This is an optimization exercise on Yosys and OpenROAD, whose aim is small area and a short achievable clock period, not a production implementation.
Where RTL was checked, it was by simulation tests only, not by an equivalence proof against the original.

==> flow/design.v (excerpt) <==
module top_fsm(
	input clk,
	input reset,
	input rightBtn,
	input leftBtn,
	input upBtn,
	input downBtn,
	input crightBtn,
	input cleftBtn,
	input cupBtn,
	input cdownBtn,
	output reg [7:0] segCode,
	output wire [3:0] an,
	output wire [2:0] red,
	output wire [2:0] green,
	output wire [1:0] blue,
	output wire hsync,
	output wire vsync,
	output wire [3:0] catX,
	output wire [3:0] catY,
	output wire [3:0] mouseX,
	output wire [3:0] mouseY,
	output wire [3:0] goalX,
	output wire [3:0] goalY,
	output wire [13:0] score,
	output wire gameOver
);
Size: roughly 71 I/O pins, about 0.021 mm2 of cells after synthesis.
clock: 90.0 ns
lec_check: 0
abc_area: 1
cap_margin: 20
core_margin: 2
core_utilization: 40
slew_margin: 20
standard.sh (not shown) runs the stock make flow with config.mk's settings and CLKGATE_MAP_FILE= SYNTH_SCRIPT=/design/flow/synth_recipe.tcl, a recipe that flattens the netlist after the stock synthesis.
==> flow/flow/run.sh <==
#!/bin/bash
# The standard layout (the standard.sh, all steps), except that the
# ports are buffered with a plain buffer instead of ORFS's default pick, a
# delay cell. Every port still gets its own buffer.
set -euo pipefail
export BUFFER_PORTS_ARGS="-buffer_cell sky130_fd_sc_hd__buf_2"
bash standard.sh > standard.log 2>&1
The first run completed with no timing, DRC or antenna violations.
Then changed:
==> flow/flow/run.sh (replaced) <==
#!/bin/bash
# The standard layout (the standard.sh, all steps), with two changes in
# how it is made, not in what it is held to:
# - the ports are buffered with a plain buffer instead of ORFS's default
#   pick, a delay cell (every port still gets its own buffer);
# - ORFS's timing repair aims for 69.5 ns of setup slack at the design's
#   90 ns clock, so that it speeds up the paths that set the achieved period.
set -euo pipefail
export BUFFER_PORTS_ARGS="-buffer_cell sky130_fd_sc_hd__buf_2"
export SETUP_SLACK_MARGIN=69.5
bash standard.sh > standard.log 2>&1
=>
- routed wire length went up by 0.40%
- clock-buffer cell count went down by 5
- clock skew hardly moves
- die area does not change
- final area stays flat
Function was not checked in any run of this note: the RTL went through the layout flow alone.


Another version of the RTL of top_fsm (not shown whole).
Size in the first run: ~2300 cells after synthesis, roughly 280 flip-flops, about 71 I/O pins.
==> flow/design.v (excerpt) <==
module top_fsm(
	input clk,
	input reset,
	input rightBtn,
	input leftBtn,
	input upBtn,
	input downBtn,
	input crightBtn,
	input cleftBtn,
	input cupBtn,
	input cdownBtn,
	output reg [7:0] segCode,
	output wire [3:0] an,
	output wire [2:0] red,
	output wire [2:0] green,
	output wire [1:0] blue,
	output wire hsync,
	output wire vsync,
	output wire [3:0] catX,
	output wire [3:0] catY,
	output wire [3:0] mouseX,
	output wire [3:0] mouseY,
	output wire [3:0] goalX,
	output wire [3:0] goalY,
	output wire [13:0] score,
	output wire gameOver
);
Settings: LEC_CHECK=0, ABC_AREA=1, CAP_MARGIN=20, CORE_MARGIN=2, CORE_UTILIZATION=72, CTS_CLUSTER_DIAMETER=80, CTS_CLUSTER_SIZE=25, SLEW_MARGIN=20; clock period 90.0 ns.
==> flow/flow/run.sh <==
#!/bin/bash
# The standard layout (standard.sh), with these changes in how it is
# made, not in what it is held to:
# - synthesis leaves adders as plain gates for ABC (no full/half-adder cell
#   extraction) and maps the logic with flow/abc_area.script, an
#   area-oriented ABC script; registers are mapped before ABC, so they are as
#   in the standard synthesis; the rest of the flow uses ORFS's own scripts;
# - the ports are buffered with a plain buffer instead of ORFS's default
#   pick, a delay cell (every port still gets its own buffer);
# - ORFS's timing repair aims for 69.9 ns of setup slack at the design's
#   90 ns clock, so that it speeds up the paths that set the achieved period.
set -euo pipefail
export BUFFER_PORTS_ARGS="-buffer_cell sky130_fd_sc_hd__buf_2"
export SETUP_SLACK_MARGIN=69.9
rm -rf synth_scripts
cp -r "$FLOW_HOME/scripts" synth_scripts
cp flow/abc_area.script synth_scripts/abc_area.script
ADDER_MAP_FILE= SCRIPTS_DIR="$PWD/synth_scripts" bash standard.sh synth > synth.log 2>&1
bash standard.sh > standard.log 2>&1
==> flow/flow/abc_area.script <==
strash
dc2
strash
dch -f
amap
mfs2 -W 4 -M 5000
strash
dch -f
amap
topo
stime -c
The baseline produced a clean layout.
Next try:
--- a/flow/flow/run.sh
+++ b/flow/flow/run.sh
@@ -8,9 +8,9 @@
 # - the ports are buffered with a plain buffer instead of ORFS's default
 #   pick, a delay cell (every port still gets its own buffer);
-# - ORFS's timing repair aims for 69.9 ns of setup slack at the design's
+# - ORFS's timing repair aims for 69.6 ns of setup slack at the design's
 #   90 ns clock, so that it speeds up the paths that set the achieved period.
 set -euo pipefail
 export BUFFER_PORTS_ARGS="-buffer_cell sky130_fd_sc_hd__buf_2"
-export SETUP_SLACK_MARGIN=69.9
+export SETUP_SLACK_MARGIN=69.6
 rm -rf synth_scripts
 cp -r "$FLOW_HOME/scripts" synth_scripts
Effect: Wire length is lower by a few percent. Final cell count is lower slightly. Design area is lower by a few percent. Utilization is lower by 2.1 points. Clock skew is higher by 0.0080 ns. Non-clock buffer count is lower by 24.
Next try:
--- a/flow/flow/run.sh
+++ b/flow/flow/run.sh
@@ -8,9 +8,9 @@
 # - the ports are buffered with a plain buffer instead of ORFS's default
 #   pick, a delay cell (every port still gets its own buffer);
-# - ORFS's timing repair aims for 69.6 ns of setup slack at the design's
+# - ORFS's timing repair aims for 69.9 ns of setup slack at the design's
 #   90 ns clock, so that it speeds up the paths that set the achieved period.
 set -euo pipefail
 export BUFFER_PORTS_ARGS="-buffer_cell sky130_fd_sc_hd__buf_2"
-export SETUP_SLACK_MARGIN=69.6
+export SETUP_SLACK_MARGIN=69.9
 rm -rf synth_scripts
 cp -r "$FLOW_HOME/scripts" synth_scripts
--- a/flow/config.mk
+++ b/flow/config.mk
@@ -9,5 +9,5 @@
 export CAP_MARGIN = 20
 export CORE_MARGIN = 2
-export CORE_UTILIZATION = 72
+export CORE_UTILIZATION = 65
 export CTS_CLUSTER_DIAMETER = 80
 export CTS_CLUSTER_SIZE = 25
Clock skew stays flat.
Cell area went up by a few percent.
Die area goes up by roughly a tenth.
Routed wire length grows slightly.
Count of clock-buffer cells in the layout stays the same.
Hold slack is worse by 0.0043 ns.
Final cell count climbs slightly.
Next try:
--- a/flow/flow/run.sh
+++ b/flow/flow/run.sh
@@ -8,9 +8,9 @@
 # - the ports are buffered with a plain buffer instead of ORFS's default
 #   pick, a delay cell (every port still gets its own buffer);
-# - ORFS's timing repair aims for 69.9 ns of setup slack at the design's
+# - ORFS's timing repair aims for 69.3 ns of setup slack at the design's
 #   90 ns clock, so that it speeds up the paths that set the achieved period.
 set -euo pipefail
 export BUFFER_PORTS_ARGS="-buffer_cell sky130_fd_sc_hd__buf_2"
-export SETUP_SLACK_MARGIN=69.9
+export SETUP_SLACK_MARGIN=69.3
 rm -rf synth_scripts
 cp -r "$FLOW_HOME/scripts" synth_scripts
--- a/flow/config.mk
+++ b/flow/config.mk
@@ -9,5 +9,5 @@
 export CAP_MARGIN = 20
 export CORE_MARGIN = 2
-export CORE_UTILIZATION = 65
+export CORE_UTILIZATION = 72
 export CTS_CLUSTER_DIAMETER = 80
 export CTS_CLUSTER_SIZE = 25
Via count climbs by 1.7%.
Wire length climbs by about 3%.
Worst setup slack degrades by 0.31 ns.
Cell count drops by 1.8%.
Global-route usage climbs by 6.3 points.
Maximum frequency drops by about 1.5%.
Worst hold slack degrades by 0.011 ns.
Final area drops by about 3.3%.
Next try:
--- a/flow/flow/run.sh
+++ b/flow/flow/run.sh
@@ -8,9 +8,9 @@
 # - the ports are buffered with a plain buffer instead of ORFS's default
 #   pick, a delay cell (every port still gets its own buffer);
-# - ORFS's timing repair aims for 69.3 ns of setup slack at the design's
+# - ORFS's timing repair aims for 69.9 ns of setup slack at the design's
 #   90 ns clock, so that it speeds up the paths that set the achieved period.
 set -euo pipefail
 export BUFFER_PORTS_ARGS="-buffer_cell sky130_fd_sc_hd__buf_2"
-export SETUP_SLACK_MARGIN=69.3
+export SETUP_SLACK_MARGIN=69.9
 rm -rf synth_scripts
 cp -r "$FLOW_HOME/scripts" synth_scripts
--- a/flow/config.mk
+++ b/flow/config.mk
@@ -10,5 +10,5 @@
 export CORE_MARGIN = 2
 export CORE_UTILIZATION = 72
-export CTS_CLUSTER_DIAMETER = 80
-export CTS_CLUSTER_SIZE = 25
+export CTS_CLUSTER_DIAMETER = 100
+export CTS_CLUSTER_SIZE = 30
 export SLEW_MARGIN = 20
Wire length is higher by 1.7%.
Global-route usage is lower by 0.52 points.
Fmax is higher by 1.4%.

what the ideal ports hide:
No port has a modelled driver above. Below, the same layouts with a new extraction and two added sets of constraints.
Step 1 sets driving cells, clkbuf_16 on the clock port and buf_2 on the other inputs (assumed; they add their load-dependent delay and slew).
Step 2 moves the port delays by t, midway between the first and last clock arrival at a register: inputs arrive t later, outputs are due t later. That takes back most of the time a late clock gives input paths.
Three values: ideal, step 1, step 2; two values: the first two.
| run | t (ns) | slack for setup (ns) | worst register clock-pin slew, ns |
|---|---|---|---|
| the first run of note 1 | 0.599 | 69.068 / 69.100 / 68.502 | 0.06 / 0.06 |
| the second run of note 1 | 0.609 | 69.736 / 69.773 / 69.164 | 0.06 / 0.06 |
| the first run of note 2 | 0.573 | 69.793 / 69.801 / 69.228 | 0.10 / 0.10 |
| the second run of note 2 | 0.568 | 69.546 / 69.577 / 69.009 | 0.10 / 0.10 |
| the third run of note 2 | 0.562 | 69.780 / 69.792 / 69.230 | 0.10 / 0.10 |
| the fourth run of note 2 | 0.565 | 69.469 / 69.503 / 68.938 | 0.11 / 0.11 |
| the fifth run of note 2 | 0.555 | 69.747 / 69.755 / 69.200 | 0.12 / 0.12 |
After both steps setup and hold are still met in every run listed. For the second run of note 1, which loses most, drivers alone change the setup slack by +0.037 ns; drivers and shift together by -0.572 ns.
